Context: an optimization exercise on an open-source flow, tuned for small area, a short achievable clock period and few clock cycles. The choices shown serve that exercise and are no tape-out recipe. At most, simulation tests tie the RTL to the original design; equivalence was not proved.

==> flow/design.v (excerpt) <==
module FPU_FSM (
  input wire clk,
  input wire reset,
  input wire start,
  input wire       sign_bit_a,
  input wire [7:0] int_part_a,
  input wire [7:0] frac_part_a,
  input wire       sign_bit_b,
  input wire [7:0] int_part_b,
  input wire [7:0] frac_part_b,
  input wire [1:0] S,  
  output wire [31:0] result,
  output wire       sign_bit_result,
  output wire [7:0] int_part_result,
  output wire [7:0] frac_part_result,
  output reg done
);
==> flow/config.mk <==
export PLATFORM = sky130hd
export DESIGN_NAME = FPU_FSM
export DESIGN_NICKNAME = FPU_FSM
export VERILOG_FILES = /design/flow/design.v
export SDC_FILE = /design/flow/constraint.sdc
export NUM_CORES = 4
export LEC_CHECK = 0
export ABC_AREA = 1
export CAP_MARGIN = 20
export CORE_MARGIN = 2
export CORE_UTILIZATION = 50
export PLACE_DENSITY = 0.65
export SLEW_MARGIN = 20
==> flow/constraint.sdc <==
create_clock -name core_clock -period 22.0 [get_ports {clk}]
set_input_delay 4.4000 -clock core_clock [delete_from_list [all_inputs] [get_ports {clk}]]
set_output_delay 4.4000 -clock core_clock [all_outputs]
set_load 0.01 [all_outputs]
standard.sh (not shown) runs the stock make flow with config.mk's settings and CLKGATE_MAP_FILE= SYNTH_SCRIPT=/design/flow/synth_recipe.tcl, a recipe that flattens the netlist after the stock synthesis.
==> flow/flow/run.sh <==
#!/bin/bash
set -euo pipefail
cd "$(dirname "$0")/.."
bash standard.sh SETUP_SLACK_MARGIN=13 "BUFFER_PORTS_ARGS=-buffer_cell sky130_fd_sc_hd__buf_2" finish > standard_flow.log 2>&1
The baseline ran to the end with no violations.
Testbench counts at the start, summed over its fixed seeds: cycles 35,965.
Next try:
--- a/flow/design.v
+++ b/flow/design.v
@@ -189,38 +189,15 @@
       end
       if (b_div && div_end) begin
         b_div <= 1'b0;
         done <= 1'b1;
       end
     end
   end
-  reg [31:0] rn;
   integer j;
-  always @(*) begin
-    rn = res;
-    if (idle && start) begin
-      if (!S[0]) begin
-        rn = {sac ^ sbc, 31'd0};
-        if (nzA && nzB) begin
-          rn[30:23] = ex ^ 8'h80;
-          rn[22:ML] = mq0;
-        end
-      end else begin
-        rn = {sac ^ sbc, (q0 ? ex : ex1) ^ 8'h80, 23'd0};
-      end
-    end
-    if (b_mul) begin
-      if (cnt == NMC - 1) rn[22:ML] = Pn[MW-1:0];
-      else rn[22:ML] = MQn;
-    end
-    if (b_div) begin
-      for (j = 0; j < 23; j = j + 1)
-        if (cnt == (23 - j) / K) rn[j] = qv[(23 - j) % K];
-    end
-  end
   always @(posedge clk) begin
     cnt <= cnt + 3'd1;
     if (!idle) begin
       X <= (b_mul && cnt == NMC - 1) ? {1'b0, Pn[16+MW-1:MW]} : xs[K];
       bud <= bud_next;
     end
     if (idle && start) begin
@@ -232,18 +209,39 @@
         X <= q0 ? {1'b0, An} : {An, 1'b0};
         cnt <= 3'd0;
       end else begin
         X <= 17'd0;
         cnt <= NMC - mcyc;
       end
     end
-    res <= (idle && start && !S[1]) ? add_res : rn;
+    if (idle && start) begin
+      if (!S[1]) begin
+        res <= add_res;
+      end else if (!S[0]) begin
+        res <= {sac ^ sbc, 31'd0};
+        if (nzA && nzB) begin
+          res[30:23] <= ex ^ 8'h80;
+          res[22:ML] <= mq0;
+        end
+      end else begin
+        res <= {sac ^ sbc, (q0 ? ex : ex1) ^ 8'h80, 23'd0};
+      end
+    end
     if (b_mul) begin
       pcr <= pcl;
       bp <= MQ[KM-1];
+      if (cnt == NMC - 1) begin
+        res[22:ML] <= Pn[MW-1:0];
+      end else begin
+        res[22:ML] <= MQn;
+      end
+    end
+    if (b_div) begin
+      for (j = 0; j < 23; j = j + 1)
+        if (cnt == (23 - j) / K) res[j] <= qv[(23 - j) % K];
     end
   end
   assign result = pk ? {res[31], pe, pm_r} : res;
   wire [7:0] rs = pk ? pke : res[30:23];
   wire wov = pk & ovf;
   wire [25:0] W = {wov, 1'b1, wov ? 23'd0 : result[22:0], 1'b0};
   wire [7:0] u = 8'd143 - rs;
The changed run ran to the end with no violations.
Wire length came out higher by 0.98%.
Design area came out higher by 2.3%.
Cell count came out higher by 2.3%.
Via count came out higher by 1.9%.
Synthesized cell count came out higher by 2.4%.
Area after synthesis came out higher by 2.6%.
Worst setup slack is better by 0.12 ns.
First-iteration DRC count came out higher by 15%.
Sequential share of layout area came out lower by 0.24 points.
Fmax came out higher by 1.3%.
Testbench counts after the change, summed over its fixed seeds: cycles 35,965.

The RTL this note starts from:
==> flow/design.v <==
module FPU_FSM (
  input wire clk,
  input wire reset,
  input wire start,
  input wire       sign_bit_a,
  input wire [7:0] int_part_a,
  input wire [7:0] frac_part_a,
  input wire       sign_bit_b,
  input wire [7:0] int_part_b,
  input wire [7:0] frac_part_b,
  input wire [1:0] S,  
  output wire [31:0] result,
  output wire       sign_bit_result,
  output wire [7:0] int_part_result,
  output wire [7:0] frac_part_result,
  output reg done
);
  localparam K = 3;                    
  localparam NMC = (16 + K - 1) / K;   
  localparam MW = NMC * K;             
  localparam ML = 23 - MW;             
  wire [15:0] A = {int_part_a, frac_part_a};
  wire [15:0] B = {int_part_b, frac_part_b};
  wire nzA = |A;
  wire nzB = |B;
  wire sac = sign_bit_a & nzA;
  wire sbc = sign_bit_b & nzB;
  wire eff_sub = sac ^ sbc ^ S[0];
  wire [16:0] s_ab = {1'b0, A} + {1'b0, B};
  wire [16:0] d_ab = {1'b0, A} - {1'b0, B};
  wire [15:0] d_ba = B - A;
  wire a_lt_b = d_ab[16];
  wire [16:0] M = !eff_sub ? s_ab : (a_lt_b ? {1'b0, d_ba} : d_ab);
  wire add_sign = (eff_sub & a_lt_b) ? (sbc ^ S[0]) : sac;
  reg [15:0] mt;
  reg [3:0] mz;
  always @(*) begin
    mt = M[15:0];
    mz[3] = (mt[15:8] == 8'd0);  if (mz[3]) mt = {mt[7:0], 8'd0};
    mz[2] = (mt[15:12] == 4'd0); if (mz[2]) mt = {mt[11:0], 4'd0};
    mz[1] = (mt[15:14] == 2'd0); if (mz[1]) mt = {mt[13:0], 2'd0};
    mz[0] = ~mt[15];             if (mz[0]) mt = {mt[14:0], 1'b0};
  end
  wire [16:0] nt = M[16] ? M : {mt, 1'b0};
  wire [4:0] nz = M[16] ? 5'd0 : {1'b0, mz} + 5'd1;
  reg [15:0] at;
  reg [3:0] az;
  always @(*) begin
    at = A;
    az[3] = (at[15:8] == 8'd0);  if (az[3]) at = {at[7:0], 8'd0};
    az[2] = (at[15:12] == 4'd0); if (az[2]) at = {at[11:0], 4'd0};
    az[1] = (at[15:14] == 2'd0); if (az[1]) at = {at[13:0], 2'd0};
    az[0] = ~at[15];             if (az[0]) at = {at[14:0], 1'b0};
  end
  reg [15:0] bt;
  reg [3:0] bz;
  always @(*) begin
    bt = B;
    bz[3] = (bt[15:8] == 8'd0);  if (bz[3]) bt = {bt[7:0], 8'd0};
    bz[2] = (bt[15:12] == 4'd0); if (bz[2]) bt = {bt[11:0], 4'd0};
    bz[1] = (bt[15:14] == 2'd0); if (bz[1]) bt = {bt[13:0], 2'd0};
    bz[0] = ~bt[15];             if (bz[0]) bt = {bt[14:0], 1'b0};
  end
  wire [15:0] An = nzA ? at : 16'h8000;
  wire [15:0] Bn = nzB ? bt : 16'h8000;
  wire [7:0] ea = nzA ? (8'd134 - {4'd0, az}) : 8'd0;
  wire [7:0] eb = nzB ? (8'd134 - {4'd0, bz}) : 8'd0;
  reg [7:0] add_e;
  always @(*) begin
    case (nz)
      5'd0: add_e = 8'd135;  5'd1: add_e = 8'd134;  5'd2: add_e = 8'd133;
      5'd3: add_e = 8'd132;  5'd4: add_e = 8'd131;  5'd5: add_e = 8'd130;
      5'd6: add_e = 8'd129;  5'd7: add_e = 8'd128;  5'd8: add_e = 8'd127;
      5'd9: add_e = 8'd126;  5'd10: add_e = 8'd125; 5'd11: add_e = 8'd124;
      5'd12: add_e = 8'd123; 5'd13: add_e = 8'd122; 5'd14: add_e = 8'd121;
      5'd15: add_e = 8'd120; default: add_e = 8'd119;
    endcase
  end
  wire mzero = eff_sub ? (A == B) : ~(nzA | nzB);
  wire [31:0] add_res = mzero ? {add_sign, 31'd0}
                      : {add_sign, add_e, nt[15:0], 7'd0};
  wire [4:0] blen = 5'd16 - {1'b0, az};
  reg [2:0] mcyc;
  integer c;
  always @(*) begin
    mcyc = NMC;
    for (c = NMC - 1; c >= 1; c = c - 1)
      if (blen <= c * K) mcyc = c;
  end
  wire [MW-1:0] mq0 = {An, {(MW-16){1'b0}}} >> (MW - K * mcyc);
  wire q0 = (An >= Bn);
  wire [7:0] ex = ea + (eb ^ {8{S[0]}}) + {7'd0, ~S[0]};
  wire [7:0] ex1 = ex - 8'd1;
  reg [31:0] res;
  reg b_mul, b_div, pk;
  reg dm;              
  reg pcr;             
  reg [2:0] cnt;
  reg [16:0] X;        
  reg [16:0] V;        
  reg [5:0] bud;       
  wire idle = ~(b_mul | b_div);
  wire [MW-1:0] MQ = res[22:ML];    
  wire [16:0] xs [0:K];
  wire [K-1:0] q;      
  wire [K-1:0] mo;     
  assign xs[0] = X;
  genvar g;
  generate
    for (g = 0; g < K; g = g + 1) begin : stg
      wire [16:0] op2 = V & {17{dm | MQ[g]}};
      wire [17:0] sum = {1'b0, xs[g]} + {1'b0, op2} + {17'd0, dm};
      wire qq = sum[17];
      wire [15:0] y = qq ? sum[15:0] : xs[g][15:0];
      assign xs[g+1] = dm ? {y, 1'b0} : {1'b0, sum[16:1]};
      assign q[g] = qq;
      assign mo[g] = sum[0];
    end
  endgenerate
  wire [2*K:0] ge;
  genvar n;
  generate
    for (n = 0; n <= 2 * K; n = n + 1) begin : gen_ge
      assign ge[n] = ~bud[5] && (bud[4:0] >= n);
    end
  endgenerate
  reg [K-1:0] qv;
  reg [3:0] pc;        
  integer t;
  always @(*) begin
    pc = 4'd0;
    for (t = 0; t < K - 1; t = t + 1) begin
      qv[t] = q[t] & ge[t + pc];
      pc = pc + {3'd0, q[t]};
    end
    qv[K-1] = q[K-1] & ge[K - 1 + pc];
  end
  wire div_end = q[K-1] ? ~ge[K + 1 + pc] : ~ge[K + pc];
  wire [5:0] bud_t = bud - K[5:0] - {2'd0, pc};
  wire [5:0] bud_t1 = bud - K[5:0] - 6'd1 - {2'd0, pc};
  wire [5:0] bud_next = q[K-1] ? bud_t1 : bud_t;
  wire [MW-1:0] MQn = {mo, MQ[MW-1:K]};
  wire [16+MW-1:0] P = {X[15:0], MQ};
  localparam PT = 16 + MW - 1;
  wire [16+MW-1:0] Pl = {xs[K][15:0], MQn};
  wire pcl = Pl[PT];
  wire [16+MW-1:0] Pn = pcl ? Pl : {Pl[PT-1:0], 1'b0};
  wire [22:0] pm = P[PT-1:PT-23];
  wire pg = P[PT-24];
  wire pr = P[PT-25];
  wire ps = |P[PT-26:0];
  wire rnd = pg & (pr | ps | pm[0]);
  wire ones = &pm;
  wire ovf = rnd & ones;
  wire [22:0] pm_r = !rnd ? pm : (ones ? 23'h400000 : pm + 23'd1);
  wire [7:0] pke = res[30:23] + {7'd0, pcr};    
  wire [7:0] pe = pke + {7'd0, ovf};
  always @(posedge clk or posedge reset) begin
    if (reset) begin
      b_mul <= 1'b0;
      pk <= 1'b0;
      b_div <= 1'b0;
      done <= 1'b0;
    end else begin
      done <= 1'b0;
      if (idle) begin
        if (start) begin
          pk <= 1'b0;
          if (!S[1] || (!S[0] && !(nzA && nzB))) done <= 1'b1;
          else if (!S[0]) b_mul <= 1'b1;
          else b_div <= 1'b1;
        end
      end
      if (b_mul && cnt == NMC - 1) begin
        b_mul <= 1'b0;
        pk <= 1'b1;
        done <= 1'b1;
      end
      if (b_div && div_end) begin
        b_div <= 1'b0;
        done <= 1'b1;
      end
    end
  end
  integer j;
  always @(posedge clk) begin
    cnt <= cnt + 3'd1;
    if (!idle) begin
      X <= (b_mul && cnt == NMC - 1) ? {1'b0, Pn[16+MW-1:MW]} : xs[K];
      bud <= bud_next;
    end
    if (idle && start) begin
      dm <= S[0];
      V <= S[0] ? ~{1'b0, Bn} : {1'b0, Bn};
      bud <= q0 ? 6'd23 : 6'd22;
      if (S[0]) begin
        X <= q0 ? {1'b0, An} : {An, 1'b0};
        cnt <= 3'd0;
      end else begin
        X <= 17'd0;
        cnt <= NMC - mcyc;
      end
    end
    if (idle && start) begin
      if (!S[1]) begin
        res <= add_res;
      end else if (!S[0]) begin
        res <= {sac ^ sbc, 31'd0};
        if (nzA && nzB) begin
          res[30:23] <= ex ^ 8'h80;
          res[22:ML] <= mq0;
        end
      end else begin
        res <= {sac ^ sbc, (q0 ? ex : ex1) ^ 8'h80, 23'd0};
      end
    end
    if (b_mul) begin
      pcr <= pcl;
      if (cnt == NMC - 1) begin
        res[22:ML] <= Pn[MW-1:0];
      end else begin
        res[22:ML] <= MQn;
      end
    end
    if (b_div) begin
      for (j = 0; j < 23; j = j + 1)
        if (cnt == (23 - j) / K) res[j] <= qv[(23 - j) % K];
    end
  end
  assign result = pk ? {res[31], pe, pm_r} : res;
  wire [7:0] rs = pk ? pke : res[30:23];
  wire wov = pk & ovf;
  wire [25:0] W = {wov, 1'b1, wov ? 23'd0 : result[22:0], 1'b0};
  wire [7:0] u = 8'd143 - rs;
  wire [25:0] Ws = W >> u[4:0];
  wire inr = (rs >= 8'd118) && (rs <= 8'd143);
  assign {int_part_result, frac_part_result} = inr ? Ws[15:0] : 16'd0;
  assign sign_bit_result = result[31];
endmodule
==> flow/config.mk <==
export PLATFORM = sky130hd
export DESIGN_NAME = FPU_FSM
export DESIGN_NICKNAME = FPU_FSM
export VERILOG_FILES = /design/flow/design.v
export SDC_FILE = /design/flow/constraint.sdc
export NUM_CORES = 4
export LEC_CHECK = 0
export ABC_AREA = 1
export CAP_MARGIN = 20
export CORE_MARGIN = 2
export CORE_UTILIZATION = 50
export PLACE_DENSITY = 0.65
export SLEW_MARGIN = 20
==> flow/constraint.sdc <==
create_clock -name core_clock -period 22.0 [get_ports {clk}]
set_input_delay 4.4000 -clock core_clock [delete_from_list [all_inputs] [get_ports {clk}]]
set_output_delay 4.4000 -clock core_clock [all_outputs]
set_load 0.01 [all_outputs]
Scripts as last shown in full above: flow/flow/run.sh
The baseline passed the timing, design-rule and antenna checks.
Then changed:
--- a/flow/design.v
+++ b/flow/design.v
@@ -33,15 +33,15 @@
   wire [16:0] M = !eff_sub ? s_ab : (a_lt_b ? {1'b0, d_ba} : d_ab);
   wire add_sign = (eff_sub & a_lt_b) ? (sbc ^ S[0]) : sac;
-  reg [15:0] mt;
-  reg [3:0] mz;
-  always @(*) begin
-    mt = M[15:0];
-    mz[3] = (mt[15:8] == 8'd0);  if (mz[3]) mt = {mt[7:0], 8'd0};
-    mz[2] = (mt[15:12] == 4'd0); if (mz[2]) mt = {mt[11:0], 4'd0};
-    mz[1] = (mt[15:14] == 2'd0); if (mz[1]) mt = {mt[13:0], 2'd0};
-    mz[0] = ~mt[15];             if (mz[0]) mt = {mt[14:0], 1'b0};
-  end
-  wire [16:0] nt = M[16] ? M : {mt, 1'b0};
-  wire [4:0] nz = M[16] ? 5'd0 : {1'b0, mz} + 5'd1;
+  wire [16:0] nin = M;
+  reg [16:0] nt;
+  reg [4:0] nz;
+  always @(*) begin
+    nt = nin;
+    nz[4] = (nt[16:1] == 16'd0); if (nz[4]) nt = {nt[0], 16'd0};
+    nz[3] = (nt[16:9] == 8'd0);  if (nz[3]) nt = {nt[8:0], 8'd0};
+    nz[2] = (nt[16:13] == 4'd0); if (nz[2]) nt = {nt[12:0], 4'd0};
+    nz[1] = (nt[16:15] == 2'd0); if (nz[1]) nt = {nt[14:0], 2'd0};
+    nz[0] = ~nt[16];             if (nz[0]) nt = {nt[15:0], 1'b0};
+  end
   reg [15:0] at;
   reg [3:0] az;
@@ -95,5 +95,4 @@
   reg b_mul, b_div, pk;
   reg dm;              
-  reg pcr;             
   reg [2:0] cnt;
   reg [16:0] X;        
@@ -154,6 +153,5 @@
   wire ovf = rnd & ones;
   wire [22:0] pm_r = !rnd ? pm : (ones ? 23'h400000 : pm + 23'd1);
-  wire [7:0] pke = res[30:23] + {7'd0, pcr};    
-  wire [7:0] pe = pke + {7'd0, ovf};
+  wire [7:0] pe = res[30:23] + {7'd0, ovf};
   always @(posedge clk or posedge reset) begin
     if (reset) begin
@@ -216,7 +214,7 @@
     end
     if (b_mul) begin
-      pcr <= pcl;
       if (cnt == NMC - 1) begin
         res[22:ML] <= Pn[MW-1:0];
+        res[30:23] <= res[30:23] + {7'd0, pcl};
       end else begin
         res[22:ML] <= MQn;
@@ -229,5 +227,5 @@
   end
   assign result = pk ? {res[31], pe, pm_r} : res;
-  wire [7:0] rs = pk ? pke : res[30:23];
+  wire [7:0] rs = res[30:23];
   wire wov = pk & ovf;
   wire [25:0] W = {wov, 1'b1, wov ? 23'd0 : result[22:0], 1'b0};
Count of clock-buffer cells in the layout goes up by 3. Critical path depth drops by 15. Global-route usage rises by 0.40 points. Synthesized area falls by 2.2%. Die area falls by 2.2%. Non-clock buffer count goes down by 6. Via count falls by 2.2%. Cell count shrinks by 1.5%. Maximum frequency came out lower by 0.57%. Setup slack got worse by 0.050 ns. Flip-flop and latch count decreases by 1.
Function was not checked in any run of this note: the RTL went through the layout flow alone.

## separate check: timing with driven ports
Ports are ideal in the flow. The routed layouts listed here were re-timed in OpenROAD.
Step 1: set_driving_cell puts a clkbuf_16 on clk and a buf_2 on each other input, an assumption about the parent block.
Step 2 adds t to the input delays and takes it off the output delays; t is the mean of the earliest and latest rising clock arrival at the registers after step 1. Input paths then give back, and output paths get back, about the clock's delay inside the block.
Three values: ideal, step 1, step 2; two values: the first two.
run	shift t [ns]	setup slack, ns	worst register clock-pin slew, ns
the first run of note 1	0.394	13.173 / 13.200 / 12.806	0.08 / 0.08
the second run of note 1	0.401	13.289 / 13.246 / 12.911	0.07 / 0.07
the first run of note 2	0.397	13.306 / 13.325 / 12.929	0.08 / 0.08
the second run of note 2	0.399	13.256 / 13.208 / 12.928	0.07 / 0.07
After both steps setup and hold are still met in every run listed. The setup slack of the second run of note 1, which loses most, moves by -0.043 ns with the drivers and by -0.378 ns with both steps.
